Context: an optimization exercise on an open-source flow, tuned for small area. The choices shown serve that exercise and are no tape-out recipe.
Only simulation tests tie the RTL to the original design; equivalence was not proved.
No driver is modelled on the clock port, so clocking that relies on it looks cheaper here than on a real chip.
Power and IR drop assume default switching activity.

== the reference run ==
// line_buf_ctrl_top
module line_buf_ctrl_top #(
    parameter HTOT = 80,   
    parameter HACT = 64    
)(
    input             clk,
    input             rstn,
    input             i_vsync,
    input             i_hsync,
    input             i_de,
    input       [9:0] i_r_data,
    input       [9:0] i_g_data,
    input       [9:0] i_b_data,
    output wire       o_vsync,
    output wire       o_hsync,
    output wire       o_de,
    output wire [9:0] o_r_data,
    output wire [9:0] o_g_data,
    output wire [9:0] o_b_data
);
Settings: LEC_CHECK=0, CAP_MARGIN=20, CORE_MARGIN=2, CORE_UTILIZATION=65, CTS_BUF_LIST=sky130_fd_sc_hd__clkbuf_4, CTS_CLUSTER_DIAMETER=45, CTS_CLUSTER_SIZE=13, PLACE_DENSITY=0.75, SLEW_MARGIN=20; clock period 10.0 ns.
standard.sh (not shown) runs the stock make flow with config.mk's settings and CLKGATE_MAP_FILE= SYNTH_SCRIPT=/design/flow/synth_recipe.tcl, a recipe that flattens the netlist after the stock synthesis.
==> flow/flow/run.sh <==
#!/bin/bash
# The standard layout (the standard.sh: unchanged synthesis, floorplan, power grid,
# placement, CTS and routing) with two changes:
#  - the port buffers are the smallest buffer cell instead of the resizer's default pick;
#  - CTS inserts no dummy loads (the same CTS arguments as config.mk's settings otherwise).
# Make's full output goes to flow_make.log; each ORFS step keeps its own log under orfs/logs/.
set -euo pipefail
bash standard.sh finish \
  "BUFFER_PORTS_ARGS=-buffer_cell sky130_fd_sc_hd__buf_1" \
  "CTS_ARGS=-sink_clustering_enable -repair_clock_nets -dont_use_dummy_load -sink_clustering_size 13 -sink_clustering_max_diameter 45 -buf_list sky130_fd_sc_hd__clkbuf_4" \
  > flow_make.log 2>&1
## Diff of input files: the trial run against the reference run
- CTS_CLUSTER_DIAMETER: 45 -> 50
- CTS_CLUSTER_SIZE: 13 -> 22
- CTS_BUF_LIST: sky130_fd_sc_hd__clkbuf_4 -> sky130_fd_sc_hd__clkbuf_8
--- a/flow/flow/run.sh
+++ b/flow/flow/run.sh
@@ -8,4 +8,4 @@
 bash standard.sh finish \
   "BUFFER_PORTS_ARGS=-buffer_cell sky130_fd_sc_hd__buf_1" \
-  "CTS_ARGS=-sink_clustering_enable -repair_clock_nets -dont_use_dummy_load -sink_clustering_size 13 -sink_clustering_max_diameter 45 -buf_list sky130_fd_sc_hd__clkbuf_4" \
+  "CTS_ARGS=-sink_clustering_enable -repair_clock_nets -dont_use_dummy_load -sink_clustering_size 22 -sink_clustering_max_diameter 50 -buf_list sky130_fd_sc_hd__clkbuf_8" \
   > flow_make.log 2>&1
[summary]
- The trial run vs. the reference run: clock buffer count went down by 166, part of the cycle the worst path needs decreased by 3.0 points relative to the old numbers, final cell count shows a reduction of 170, placed standard-cell area barely changed, leakage dissipation shows no meaningful change.
- Between the reference run and the trial run, power per cell area is lower for the reference run, the trial run comes in above that.
- Number of antenna violations at the first check in global routing: the reference run and the trial run compared, lower one is the trial run

---

line_buf_ctrl_top again, from the RTL that the note above started with.
==> flow/config.mk <==
export PLATFORM = sky130hd
export DESIGN_NAME = line_buf_ctrl_top
export DESIGN_NICKNAME = line_buf_ctrl_top
export VERILOG_FILES = /design/flow/design.v
export SDC_FILE = /design/flow/constraint.sdc
export NUM_CORES = 4
export LEC_CHECK = 0
export CAP_MARGIN = 20
export CORE_MARGIN = 2
export CORE_UTILIZATION = 75
export CTS_BUF_LIST = sky130_fd_sc_hd__clkbuf_4
export CTS_CLUSTER_DIAMETER = 40
export CTS_CLUSTER_SIZE = 12
export PLACE_DENSITY = 0.85
export SLEW_MARGIN = 20
==> flow/constraint.sdc <==
create_clock -name core_clock -period 10.0 [get_ports {clk}]
set_input_delay 2.0000 -clock core_clock [delete_from_list [all_inputs] [get_ports {clk}]]
set_output_delay 2.0000 -clock core_clock [all_outputs]
set_load 0.01 [all_outputs]
==> flow/flow/run.sh <==
#!/bin/bash
# The standard layout (the standard.sh: unchanged synthesis, floorplan, power grid,
# placement, CTS and routing) with three changes:
#  - the port buffers are the smallest buffer cell instead of the resizer's default pick;
#  - CTS inserts no dummy loads (the same CTS arguments as config.mk's settings otherwise);
#  - after CTS, flow/post_cts.tcl upsizes any clock buffer whose flip-flop clock pins see
#    too high a slew.
# Make's full output goes to flow_make.log; each ORFS step keeps its own log under orfs/logs/.
set -euo pipefail
bash standard.sh finish \
  "BUFFER_PORTS_ARGS=-buffer_cell sky130_fd_sc_hd__buf_1" \
  "CTS_ARGS=-sink_clustering_enable -repair_clock_nets -dont_use_dummy_load -sink_clustering_size 12 -sink_clustering_max_diameter 40 -buf_list sky130_fd_sc_hd__clkbuf_4" \
  "POST_CTS_TCL=$PWD/flow/post_cts.tcl" \
  > flow_make.log 2>&1
==> flow/flow/post_cts.tcl <==
set target_ps 122.0
set ladder {sky130_fd_sc_hd__clkbuf_4 sky130_fd_sc_hd__clkbuf_8 sky130_fd_sc_hd__clkbuf_16}

proc load_slew_ps {inst} {
  set worst 0.0
  set opin [get_pins -of_objects $inst -filter "direction==output"]
  foreach p [get_pins -of_objects [get_nets -of_objects $opin] -filter "direction==input"] {
    foreach a {slew_max_rise slew_max_fall} {
      set s [expr {[sta::time_ui_sta [get_property $p $a]] * 1e12}]
      if {$s > $worst} { set worst $s }
    }
  }
  return $worst
}

for {set pass 0} {$pass < 12} {incr pass} {
  estimate_parasitics -placement
  set changed 0
  foreach inst [get_cells *] {
    set m [get_property $inst ref_name]
    set i [lsearch $ladder $m]
    if {$i < 0 || $i == [llength $ladder] - 1} continue
    set s [load_slew_ps $inst]
    if {$s > $target_ps} {
      set n [lindex $ladder [expr {$i + 1}]]
      puts "post_cts: [get_property $inst full_name] $m -> $n (load slew [format %.1f $s] ps)"
      replace_cell $inst $n
      incr changed
    }
  }
  puts "post_cts: pass $pass upsized $changed clock buffers"
  if {$changed == 0} break
  # Legalize before measuring again: moving a buffer changes its wires.
  detailed_placement
}

check_placement -verbose
estimate_parasitics -placement
The baseline completed with no timing, DRC or antenna violations.
==> next run, changes <==
==> flow/run.sh (new file) <==
#!/bin/bash
# synth_recipe.tcl (not shown) runs the flow's synth.tcl, then flattens the netlist and writes it again
# the make line also repeats each setting of config.mk as NAME=value (left out here)
make -C /OpenROAD-flow-scripts/flow DESIGN_CONFIG=/design/flow/config.mk WORK_HOME=/design/flow/orfs CLKGATE_MAP_FILE= SYNTH_SCRIPT=/design/flow/synth_recipe.tcl finish
CORE_UTILIZATION = 45   (was 75)
CTS_BUF_LIST = default   (was sky130_fd_sc_hd__clkbuf_4)
CTS_CLUSTER_DIAMETER = default   (was 40)
CTS_CLUSTER_SIZE = default   (was 12)
PLACE_DENSITY = default   (was 0.85)
removed: flow/flow/run.sh
removed: flow/flow/post_cts.tcl
removed: flow/standard.sh
After rerunning:
- The new run passed the timing, DRC and antenna checks
- clock-buffer cell count went up by 186
- worst setup slack got worse by 0.44 ns
- routed wire length went down by 36%
- sequential power hardly moves
- total power went up by 26%
- cell count went up by 21%
==> next run, changes <==
==> flow/flow/run.sh (new file) <==
#!/bin/bash
# The standard layout (the standard.sh: unchanged synthesis, floorplan, power grid,
# placement, CTS and routing) with three changes:
#  - the port buffers are the smallest buffer cell instead of the resizer's default pick;
#  - CTS inserts no dummy loads (the same CTS arguments as config.mk's settings otherwise);
#  - after CTS, flow/post_cts.tcl upsizes any clock buffer whose flip-flop clock pins see
#    too high a slew.
# Make's full output goes to flow_make.log; each ORFS step keeps its own log under orfs/logs/.
set -euo pipefail
bash standard.sh finish \
  "BUFFER_PORTS_ARGS=-buffer_cell sky130_fd_sc_hd__buf_1" \
  "CTS_ARGS=-sink_clustering_enable -repair_clock_nets -dont_use_dummy_load -sink_clustering_size 20 -sink_clustering_max_diameter 50 -buf_list sky130_fd_sc_hd__clkbuf_8" \
  "POST_CTS_TCL=$PWD/flow/post_cts.tcl" \
  > flow_make.log 2>&1
==> flow/flow/post_cts.tcl (new file) <==
set target_ps 127.0
set ladder {sky130_fd_sc_hd__clkbuf_4 sky130_fd_sc_hd__clkbuf_8 sky130_fd_sc_hd__clkbuf_16}

proc load_slew_ps {inst} {
  set worst 0.0
  set opin [get_pins -of_objects $inst -filter "direction==output"]
  foreach p [get_pins -of_objects [get_nets -of_objects $opin] -filter "direction==input"] {
    foreach a {slew_max_rise slew_max_fall} {
      set s [expr {[sta::time_ui_sta [get_property $p $a]] * 1e12}]
      if {$s > $worst} { set worst $s }
    }
  }
  return $worst
}

for {set pass 0} {$pass < 12} {incr pass} {
  estimate_parasitics -placement
  set changed 0
  foreach inst [get_cells *] {
    set m [get_property $inst ref_name]
    set i [lsearch $ladder $m]
    if {$i < 0 || $i == [llength $ladder] - 1} continue
    set s [load_slew_ps $inst]
    if {$s > $target_ps} {
      set n [lindex $ladder [expr {$i + 1}]]
      puts "post_cts: [get_property $inst full_name] $m -> $n (load slew [format %.1f $s] ps)"
      replace_cell $inst $n
      incr changed
    }
  }
  puts "post_cts: pass $pass upsized $changed clock buffers"
  if {$changed == 0} break
  # Legalize before measuring again: moving a buffer changes its wires.
  detailed_placement
}

check_placement -verbose
estimate_parasitics -placement
==> flow/standard.sh (new file) <==
#!/bin/bash
# synth_recipe.tcl (not shown) runs the flow's synth.tcl, then flattens the netlist and writes it again
# the make line also repeats each setting of config.mk as NAME=value (left out here)
make -C /OpenROAD-flow-scripts/flow DESIGN_CONFIG=/design/flow/config.mk WORK_HOME=/design/flow/orfs CLKGATE_MAP_FILE= SYNTH_SCRIPT=/design/flow/synth_recipe.tcl "${@:-finish}"
CORE_UTILIZATION = 65   (was 45)
CTS_BUF_LIST = sky130_fd_sc_hd__clkbuf_8   (was default)
CTS_CLUSTER_DIAMETER = 50   (was default)
CTS_CLUSTER_SIZE = 20   (was default)
PLACE_DENSITY = 0.75   (was default)
removed: flow/run.sh
Core utilization came out higher by 16 points. Wire length came out lower by a few percent. Global-route usage came out higher by 2.9 points.
==> next run, changes <==
==> flow/run.sh (new file) <==
#!/bin/bash
# synth_recipe.tcl (not shown) runs the flow's synth.tcl, then flattens the netlist and writes it again
# the make line also repeats each setting of config.mk as NAME=value (left out here)
make -C /OpenROAD-flow-scripts/flow DESIGN_CONFIG=/design/flow/config.mk WORK_HOME=/design/flow/orfs CLKGATE_MAP_FILE= SYNTH_SCRIPT=/design/flow/synth_recipe.tcl finish
CORE_UTILIZATION = 75   (was 65)
CTS_BUF_LIST = sky130_fd_sc_hd__clkbuf_4   (was sky130_fd_sc_hd__clkbuf_8)
CTS_CLUSTER_DIAMETER = 40   (was 50)
CTS_CLUSTER_SIZE = 10   (was 20)
PLACE_DENSITY = 0.85   (was 0.75)
removed: flow/flow/run.sh
removed: flow/flow/post_cts.tcl
removed: flow/standard.sh
Sequential power barely changes.
Maximum frequency drops by 16%.
Final cell count grows by 0.61%.

---

## JK
Starting RTL as in the previous note.
clock: 10.0 ns
lec_check: 0
cap_margin: 20
core_margin: 2
core_utilization: 75
cts_buf_list: sky130_fd_sc_hd__clkbuf_8
cts_cluster_diameter: 45
cts_cluster_size: 21
place_density: 0.85
slew_margin: 20
run.sh (not shown) runs the stock make flow with config.mk's settings and CLKGATE_MAP_FILE= SYNTH_SCRIPT=/design/flow/synth_recipe.tcl, a recipe that flattens the netlist after the stock synthesis.
Stock flow here: none of the scripts above is used.
Having completed the whole flow, JK delivered a layout that passed the timing, DRC and antenna checks.
The following lists how PW was set up differently from JK:
- CTS_CLUSTER_DIAMETER: 45 -> 50
- CTS_CLUSTER_SIZE: 21 -> 20
==> flow/flow/run.sh (new file) <==
#!/bin/bash
# The standard layout (the standard.sh: unchanged synthesis, floorplan, power grid,
# placement, CTS and routing) with three changes:
#  - the port buffers are the smallest buffer cell instead of the resizer's default pick;
#  - CTS inserts no dummy loads (the same CTS arguments as config.mk's settings otherwise);
#  - after CTS, flow/post_cts.tcl upsizes any clock buffer whose flip-flop clock pins see
#    too high a slew.
# Make's full output goes to flow_make.log; each ORFS step keeps its own log under orfs/logs/.
set -euo pipefail
bash standard.sh finish \
  "BUFFER_PORTS_ARGS=-buffer_cell sky130_fd_sc_hd__buf_1" \
  "CTS_ARGS=-sink_clustering_enable -repair_clock_nets -dont_use_dummy_load -sink_clustering_size 20 -sink_clustering_max_diameter 50 -buf_list sky130_fd_sc_hd__clkbuf_8" \
  "POST_CTS_TCL=$PWD/flow/post_cts.tcl" \
  > flow_make.log 2>&1
==> flow/flow/post_cts.tcl (new file) <==
set target_ps 122.0
set ladder {sky130_fd_sc_hd__clkbuf_4 sky130_fd_sc_hd__clkbuf_8 sky130_fd_sc_hd__clkbuf_16}

proc load_slew_ps {inst} {
  set worst 0.0
  set opin [get_pins -of_objects $inst -filter "direction==output"]
  foreach p [get_pins -of_objects [get_nets -of_objects $opin] -filter "direction==input"] {
    foreach a {slew_max_rise slew_max_fall} {
      set s [expr {[sta::time_ui_sta [get_property $p $a]] * 1e12}]
      if {$s > $worst} { set worst $s }
    }
  }
  return $worst
}

for {set pass 0} {$pass < 12} {incr pass} {
  estimate_parasitics -placement
  set changed 0
  foreach inst [get_cells *] {
    set m [get_property $inst ref_name]
    set i [lsearch $ladder $m]
    if {$i < 0 || $i == [llength $ladder] - 1} continue
    set s [load_slew_ps $inst]
    if {$s > $target_ps} {
      set n [lindex $ladder [expr {$i + 1}]]
      puts "post_cts: [get_property $inst full_name] $m -> $n (load slew [format %.1f $s] ps)"
      replace_cell $inst $n
      incr changed
    }
  }
  puts "post_cts: pass $pass upsized $changed clock buffers"
  if {$changed == 0} break
  # Legalize before measuring again: moving a buffer changes its wires.
  detailed_placement
}

check_placement -verbose
estimate_parasitics -placement
==> flow/standard.sh (new file) <==
#!/bin/bash
# synth_recipe.tcl (not shown) runs the flow's synth.tcl, then flattens the netlist and writes it again
# the make line also repeats each setting of config.mk as NAME=value (left out here)
make -C /OpenROAD-flow-scripts/flow DESIGN_CONFIG=/design/flow/config.mk WORK_HOME=/design/flow/orfs CLKGATE_MAP_FILE= SYNTH_SCRIPT=/design/flow/synth_recipe.tcl "${@:-finish}"
removed: flow/run.sh
Results
- Stage in which a tool error killed PW: clock tree synthesis.
- JK and PW ended up with roughly the same number of rows in the core area.
- Cell area after technology mapping came out exactly the same in PW and JK.
- Area of placed instances of PW falls short of that of JK slightly.
- Worst slack after detailed placement: PW > JK
- From PW to JK, area share of fa/ha/maj cells after synthesis did not move at all.
- JK -> PW: number of distinct standard cells referenced by the synthesized netlist delta 0, exact match
- JK has a lower placed wire-length estimate than PW.
- Diff JK..PW | net count after synthesis | unchanged
- Routability congestion estimate: lower on JK

---

Another version of the RTL of line_buf_ctrl_top (not shown whole).
Size: about 5300 cells after synthesis, roughly 68 I/O pins, about 110000 um^2 of cells after synthesis.
## line_buf_ctrl_top
module line_buf_ctrl_top #(
    parameter HTOT = 80,   
    parameter HACT = 64    
)(
    input             clk,
    input             rstn,
    input             i_vsync,
    input             i_hsync,
    input             i_de,
    input       [9:0] i_r_data,
    input       [9:0] i_g_data,
    input       [9:0] i_b_data,
    output wire       o_vsync,
    output wire       o_hsync,
    output wire       o_de,
    output wire [9:0] o_r_data,
    output wire [9:0] o_g_data,
    output wire [9:0] o_b_data
);
clock: 10.0 ns
lec_check: 0
cap_margin: 20
core_margin: 2
core_utilization: 72
cts_buf_list: sky130_fd_sc_hd__clkbuf_4
cts_cluster_diameter: 40
cts_cluster_size: 13
place_density: 0.82
slew_margin: 20
standard.sh (not shown) runs the stock make flow with config.mk's settings and CLKGATE_MAP_FILE= SYNTH_SCRIPT=/design/flow/synth_recipe.tcl, a recipe that flattens the netlist after the stock synthesis.
==> flow/flow/run.sh <==
#!/bin/bash
# The standard layout (the standard.sh: unchanged synthesis, floorplan, power grid,
# placement, CTS and routing) with two changes:
#  - the port buffers are the smallest buffer cell instead of the resizer's default pick;
#  - CTS inserts no dummy loads (the same CTS arguments as config.mk's settings otherwise).
# Make's full output goes to flow_make.log; each ORFS step keeps its own log under orfs/logs/.
set -euo pipefail
bash standard.sh finish \
  "BUFFER_PORTS_ARGS=-buffer_cell sky130_fd_sc_hd__buf_1" \
  "CTS_ARGS=-sink_clustering_enable -repair_clock_nets -dont_use_dummy_load -sink_clustering_size 13 -sink_clustering_max_diameter 40 -buf_list sky130_fd_sc_hd__clkbuf_4" \
  > flow_make.log 2>&1
The starting point passed the timing, DRC and antenna checks.
Next try:
Settings changed: CORE_UTILIZATION 72 to 60, PLACE_DENSITY 0.82 to 0.7.
What happened: Core utilization shrinks by 13 points. Register-to-register slack improves by 0.04 ns. Non-clock buffer count stays the same. First-iteration DRC count grows by 53%.
Next try:
--- a/flow/flow/run.sh
+++ b/flow/flow/run.sh
@@ -9,3 +9,3 @@
   "BUFFER_PORTS_ARGS=-buffer_cell sky130_fd_sc_hd__buf_1" \
-  "CTS_ARGS=-sink_clustering_enable -repair_clock_nets -dont_use_dummy_load -sink_clustering_size 13 -sink_clustering_max_diameter 40 -buf_list sky130_fd_sc_hd__clkbuf_4" \
+  "CTS_ARGS=-sink_clustering_enable -repair_clock_nets -dont_use_dummy_load -sink_clustering_size 14 -sink_clustering_max_diameter 35 -buf_list sky130_fd_sc_hd__clkbuf_4" \
   > flow_make.log 2>&1
Settings changed: CORE_UTILIZATION 60 to 78, CTS_CLUSTER_DIAMETER 40 to 35, CTS_CLUSTER_SIZE 13 to 14, PLACE_DENSITY 0.7 to 0.88.
After rerunning: Now the flow aborted during detailed placement (DPL-0033); synthesized area is unchanged; synthesized cell count stays the same.
Next try:
--- a/flow/flow/run.sh
+++ b/flow/flow/run.sh
@@ -9,3 +9,3 @@
   "BUFFER_PORTS_ARGS=-buffer_cell sky130_fd_sc_hd__buf_1" \
-  "CTS_ARGS=-sink_clustering_enable -repair_clock_nets -dont_use_dummy_load -sink_clustering_size 14 -sink_clustering_max_diameter 35 -buf_list sky130_fd_sc_hd__clkbuf_4" \
+  "CTS_ARGS=-sink_clustering_enable -repair_clock_nets -dont_use_dummy_load -sink_clustering_size 12 -sink_clustering_max_diameter 45 -buf_list sky130_fd_sc_hd__clkbuf_4" \
   > flow_make.log 2>&1
Settings changed: CORE_UTILIZATION 78 to 65, CTS_CLUSTER_DIAMETER 35 to 45, CTS_CLUSTER_SIZE 14 to 12, PLACE_DENSITY 0.88 to 0.75.
With this change the flow ran to the end with no violations.
Area after synthesis does not change.
Synthesized cell count does not change.

[port drivers added, routing unchanged]
The results above use ideal ports. As a check the final layouts listed here were re-extracted and re-timed, cells and wires unchanged.
Step 1: set_driving_cell puts a clkbuf_16 on clk and a buf_2 on each other input, an assumption about the parent block.
Step 2, shift: input delay + t, output delay - t, t = (earliest + latest rising clock arrival at the registers) / 2. This alone moves slack from input paths to output paths.
a / b / c = ideal ports / drivers / drivers and shift; a / b = the first two.
run	t, ns	setup slack, ns	worst setup path after step 2	pins driven straight from the clock port
the reference run	1.334	5.431 / 5.364 / 6.698	register to output	1
the trial run	1.029	5.734 / 5.666 / 6.695	register to output	1
the first run of note 2	0.940	5.816 / 5.736 / 6.676	register to output	1
the second run of note 2	0.998	5.372 / 5.286 / 6.283	register to output	1
the third run of note 2	0.896	5.868 / 5.795 / 6.691	register to output	1
the fourth run of note 2	1.296	5.093 / 5.027 / 6.323	register to output	1
JK	1.043	5.347 / 5.280 / 6.323	register to output	1
the first run of note 4	1.269	6.115 / 6.047 / 7.316	register to output	1
the second run of note 4	1.360	6.017 / 5.949 / 7.309	register to output	1
the fourth run of note 4	1.329	6.064 / 5.995 / 7.324	register to output	1
After both steps setup and hold are still met in every run listed.
